This is an optimization exercise on Yosys and OpenROAD, whose aim is small area, a short achievable clock period and few clock cycles, not a production implementation.
Function was checked by simulation only, so behaviour that the tests miss may differ from the original.
Power and IR drop assume default switching activity.

Setup of the previous run:
==> flow/design.v <==
`timescale 1ns / 1ps
module processor(
       input Clk,
       input Rst,
       output [31:0] IMemAddr,
       input  [31:0] IMemData,
       output [15:0] DMemAddr,
       output [31:0] DMemWData,
       output DMemWE,
       input  [31:0] DMemRData
    );
    integer i;
    reg  [9:0]  pc;
    reg  [31:0] ir;
    reg         d_v;
    reg  [10:0] d_pc1;      
    reg         e_we, e_fl, e_st;
    reg         e_add, e_sub, e_or, e_and, e_xor, e_not, e_pb, e_ld;
    reg  [4:0]  e_rd;
    reg  [31:0] e_a, e_b, e_sd;
    reg  [15:0] e_addr;
    reg  [31:0] d_s1, d_s2;   
    reg         d_b1, d_b2;   
    reg         fz, fn, fc, fv;
    reg  [31:0] rf [0:31];
    reg  [31:0] rfv;        
    assign IMemAddr  = {20'b0, pc, 2'b00};
    assign DMemAddr  = e_addr;
    assign DMemWData = e_sd;
    assign DMemWE    = e_st;
    wire [31:0] bx  = e_b;
    wire [32:0] sum = {1'b0, e_a} + {1'b0, bx} + {32'b0, e_sub};
    wire al_z = e_sub ? ((e_a ^ e_b) == 32'hFFFFFFFF) : ((e_a ^ e_b) == {e_a[30:0] | e_b[30:0], 1'b0});
    wire al_n = sum[31];
    wire al_c = sum[32] ^ e_sub;
    wire al_v = (e_a[31] == bx[31]) & (sum[31] != e_a[31]);
    wire [31:0] e_res = ({32{e_add}} & sum[31:0])
                      | ({32{e_or }} & (e_a | e_b))
                      | ({32{e_and}} & (e_a & e_b))
                      | ({32{e_xor}} & (e_a ^ e_b))
                      | ({32{e_not}} & ~e_a)
                      | ({32{e_pb }} & e_b)
                      | ({32{e_ld }} & DMemRData);
    wire [4:0] op   = ir[31:27];
    wire is_add = op == 5'd1;
    wire is_sub = op == 5'd2;
    wire is_or  = op == 5'd3;
    wire is_and = op == 5'd4;
    wire is_not = op == 5'd5;
    wire is_xor = op == 5'd6;
    wire is_cmp = op == 5'd7;
    wire is_b   = op == 5'd8;
    wire is_jmp = op == 5'd9;
    wire is_ld  = op == 5'd10;
    wire is_ldi = op == 5'd11;
    wire is_ldx = op == 5'd12;
    wire is_st  = op == 5'd13;
    wire is_stx = op == 5'd14;
    wire [4:0] rs1 = ir[21:17];
    wire [4:0] rb  = (is_st | is_stx) ? ir[26:22] : ir[15:11];
    wire [31:0] s1 = d_s1 & rfv;
    wire [31:0] s2 = d_s2 & rfv;
    reg  [31:0] r1, r2;
    always @* begin
        r1 = 32'b0;
        r2 = 32'b0;
        for (i = 0; i < 32; i = i + 1) begin
            r1 = r1 | ({32{s1[i]}} & rf[i]);
            r2 = r2 | ({32{s2[i]}} & rf[i]);
        end
    end
    wire byp1 = e_we & d_b1;
    wire byp2 = e_we & d_b2;
    wire [31:0] v1  = byp1 ? e_res : r1;
    wire [31:0] v2  = byp2 ? e_res : r2;
    wire [31:0] v1f = byp1 ? e_b : r1;
    wire stall = d_v & (is_jmp | is_ldx | is_stx) & byp1 & ~e_pb;
    wire z = e_fl ? al_z : fz;
    wire n = e_fl ? al_n : fn;
    wire c = e_fl ? al_c : fc;
    wire v = e_fl ? al_v : fv;
    reg  cbase;
    always @* begin
        case (ir[25:23])
            3'b000: cbase = 1'b1;
            3'b001: cbase = ~c;
            3'b010: cbase = ~v;
            3'b011: cbase = z;
            3'b100: cbase = ~(n ^ v);
            3'b101: cbase = ~z & ~(n ^ v);
            3'b110: cbase = ~n;
            default: cbase = 1'b1;
        endcase
    end
    wire taken = (ir[25:23] != 3'b111) & (cbase ^ ir[26]);
    wire [9:0]  tgt_b = d_pc1[9:0] + ir[11:2];
    wire [11:0] jsum  = v1f[11:0] + ir[11:0];
    wire [9:0]  tgt_j = jsum[11:2];
    wire redir_b = d_v & is_b & taken;
    wire redir_j = d_v & is_jmp & ~stall;
    wire redirect = redir_b | redir_j;
    wire [10:0] pc_inc = {1'b0, pc} + 11'd1;
    wire [9:0]  pc_nxt = redir_j ? tgt_j :
                         redir_b ? tgt_b :
                         stall   ? pc    : pc_inc[9:0];
    wire dv = d_v & ~stall;
    wire [31:0] nir   = stall ? ir : IMemData;
    wire        n_sst = (nir[31:27] == 5'd13) | (nir[31:27] == 5'd14);
    wire [4:0]  n_rs1 = nir[21:17];
    wire [4:0]  n_rb  = n_sst ? nir[26:22] : nir[15:11];
    always @(posedge Clk) begin
        if (Rst) begin
            pc  <= 10'b0;
            d_v <= 1'b0;
        end else begin
            pc <= pc_nxt;
            if (!stall)
                d_v <= ~redirect;
        end
        if (!stall) begin
            ir    <= IMemData;
            d_pc1 <= pc_inc;
        end
        d_s1 <= 32'b1 << n_rs1;
        d_s2 <= 32'b1 << n_rb;
        d_b1 <= ir[26:22] == n_rs1;
        d_b2 <= ir[26:22] == n_rb;
    end
    always @(posedge Clk) begin
        if (Rst) begin
            e_we <= 1'b0;
            e_fl <= 1'b0;
            e_st <= 1'b0;
        end else begin
            e_we <= dv & (is_add | is_sub | is_or | is_and | is_not | is_xor |
                          is_ld | is_ldi | is_ldx | (is_jmp & ir[16]));
            e_fl <= dv & (is_add | is_sub | is_cmp);
            e_st <= dv & (is_st | is_stx);
        end
        e_add  <= is_add | is_sub | is_cmp;
        e_sub  <= is_sub | is_cmp;
        e_or   <= is_or;
        e_and  <= is_and;
        e_xor  <= is_xor;
        e_not  <= is_not;
        e_pb   <= is_ldi | is_jmp;
        e_ld   <= is_ld | is_ldx;
        e_rd   <= ir[26:22];
        e_a    <= v1;
        e_b    <= is_ldi ? {{10{ir[21]}}, ir[21:0]} :
                  is_jmp ? {19'b0, d_pc1, 2'b00} :
                  (is_sub | is_cmp) ? ~(ir[16] ? {{16{ir[15]}}, ir[15:0]} : v2) :
                  ir[16] ? {{16{ir[15]}}, ir[15:0]} : v2;
        e_sd   <= v2;
        e_addr <= ((is_ldx | is_stx) ? v1f[15:0] : 16'b0) + ir[15:0];
    end
    always @(posedge Clk) begin
        if (Rst) begin
            fz <= 1'b0; fn <= 1'b0; fc <= 1'b0; fv <= 1'b0;
        end else if (e_fl) begin
            fz <= al_z; fn <= al_n; fc <= al_c; fv <= al_v;
        end
    end
    always @(posedge Clk) begin
        if (e_we)
            rf[e_rd] <= e_res;
        if (Rst)
            rfv <= 32'b0;
        else if (e_we)
            rfv[e_rd] <= 1'b1;
    end
endmodule
Settings: LEC_CHECK=0, CAP_MARGIN=20, CORE_MARGIN=2, CORE_UTILIZATION=40, SLEW_MARGIN=20; clock period 12.0 ns.
run.sh (not shown) runs the stock make flow with config.mk's settings and CLKGATE_MAP_FILE= SYNTH_SCRIPT=/design/flow/synth_recipe.tcl, a recipe that flattens the netlist after the stock synthesis.
The previous run closes out successfully: all stages finished, all timing, DRC and antenna checks passed.
Testbench counts of the previous run, summed over its fixed seeds: cycles 123,439.
Modified inputs, the current run compared to the previous run
diff --git a/flow/design.v b/flow/design.v
--- a/flow/design.v
+++ b/flow/design.v
@@ -20,6 +20,4 @@
     reg  [31:0] e_a, e_b, e_sd;
     reg  [15:0] e_addr;
-    reg  [31:0] d_s1, d_s2;   
-    reg         d_b1, d_b2;   
     reg         fz, fn, fc, fv;
     reg  [31:0] rf [0:31];
@@ -29,7 +27,7 @@
     assign DMemWData = e_sd;
     assign DMemWE    = e_st;
-    wire [31:0] bx  = e_b;
+    wire [31:0] bx  = e_sub ? ~e_b : e_b;
     wire [32:0] sum = {1'b0, e_a} + {1'b0, bx} + {32'b0, e_sub};
-    wire al_z = e_sub ? ((e_a ^ e_b) == 32'hFFFFFFFF) : ((e_a ^ e_b) == {e_a[30:0] | e_b[30:0], 1'b0});
+    wire al_z = e_sub ? (e_a == e_b) : ((e_a ^ e_b) == {e_a[30:0] | e_b[30:0], 1'b0});
     wire al_n = sum[31];
     wire al_c = sum[32] ^ e_sub;
@@ -59,6 +57,6 @@
     wire [4:0] rs1 = ir[21:17];
     wire [4:0] rb  = (is_st | is_stx) ? ir[26:22] : ir[15:11];
-    wire [31:0] s1 = d_s1 & rfv;
-    wire [31:0] s2 = d_s2 & rfv;
+    wire [31:0] s1 = (32'b1 << rs1) & rfv;
+    wire [31:0] s2 = (32'b1 << rb)  & rfv;
     reg  [31:0] r1, r2;
     always @* begin
@@ -70,6 +68,6 @@
         end
     end
-    wire byp1 = e_we & d_b1;
-    wire byp2 = e_we & d_b2;
+    wire byp1 = e_we & (e_rd == rs1);
+    wire byp2 = e_we & (e_rd == rb);
     wire [31:0] v1  = byp1 ? e_res : r1;
     wire [31:0] v2  = byp2 ? e_res : r2;
@@ -105,8 +103,4 @@
                          stall   ? pc    : pc_inc[9:0];
     wire dv = d_v & ~stall;
-    wire [31:0] nir   = stall ? ir : IMemData;
-    wire        n_sst = (nir[31:27] == 5'd13) | (nir[31:27] == 5'd14);
-    wire [4:0]  n_rs1 = nir[21:17];
-    wire [4:0]  n_rb  = n_sst ? nir[26:22] : nir[15:11];
     always @(posedge Clk) begin
         if (Rst) begin
@@ -122,8 +116,4 @@
             d_pc1 <= pc_inc;
         end
-        d_s1 <= 32'b1 << n_rs1;
-        d_s2 <= 32'b1 << n_rb;
-        d_b1 <= ir[26:22] == n_rs1;
-        d_b2 <= ir[26:22] == n_rb;
     end
     always @(posedge Clk) begin
@@ -150,5 +140,4 @@
         e_b    <= is_ldi ? {{10{ir[21]}}, ir[21:0]} :
                   is_jmp ? {19'b0, d_pc1, 2'b00} :
-                  (is_sub | is_cmp) ? ~(ir[16] ? {{16{ir[15]}}, ir[15:0]} : v2) :
                   ir[16] ? {{16{ir[15]}}, ir[15:0]} : v2;
         e_sd   <= v2;
### Flow results
A worst setup path startpoint of ir[17] is what the current run shows, while rfv[7] belongs to the previous run. The current run: final worst slack lower than the previous run. Comparing the previous run and the current run, the lower power share of the sequential group is on the current run. The current run against the previous run: synthesized-area fraction occupied by adder cells climbed 0.71 points, number of non-clock inverters dropped about 18%. In the tables for the previous run and the current run, cell area reads higher with the previous run.
Testbench counts of the current run, summed over its fixed seeds: cycles 123,439.

[re-timing with driven ports]
Ports are ideal in the flow. The routed layouts listed here were re-timed in OpenROAD.
Step 1 sets driving cells, clkbuf_16 on the clock port and buf_2 on the other inputs (assumed; they add their load-dependent delay and slew).
Step 2 times the ports against the registers' clock, not the clock port: input delays grow and output delays shrink by t, the midpoint of the rising clock arrivals with the driver on.
Three values: ideal ports, drivers, drivers and shift; two values: the first two.
run | t, ns | setup slack, ns | worst data-port slew with drivers (ns) | pins driven straight from the clock port
the previous run | 0.853 | 6.414 / 6.414 / 6.401 | 0.09 | 1
the current run | 0.877 | 5.622 / 5.622 / 5.622 | 0.10 | 1
After both steps setup and hold are still met in every run listed. For the previous run, which loses most, drivers alone change the setup slack by 0.000 ns; drivers and shift together by -0.013 ns.
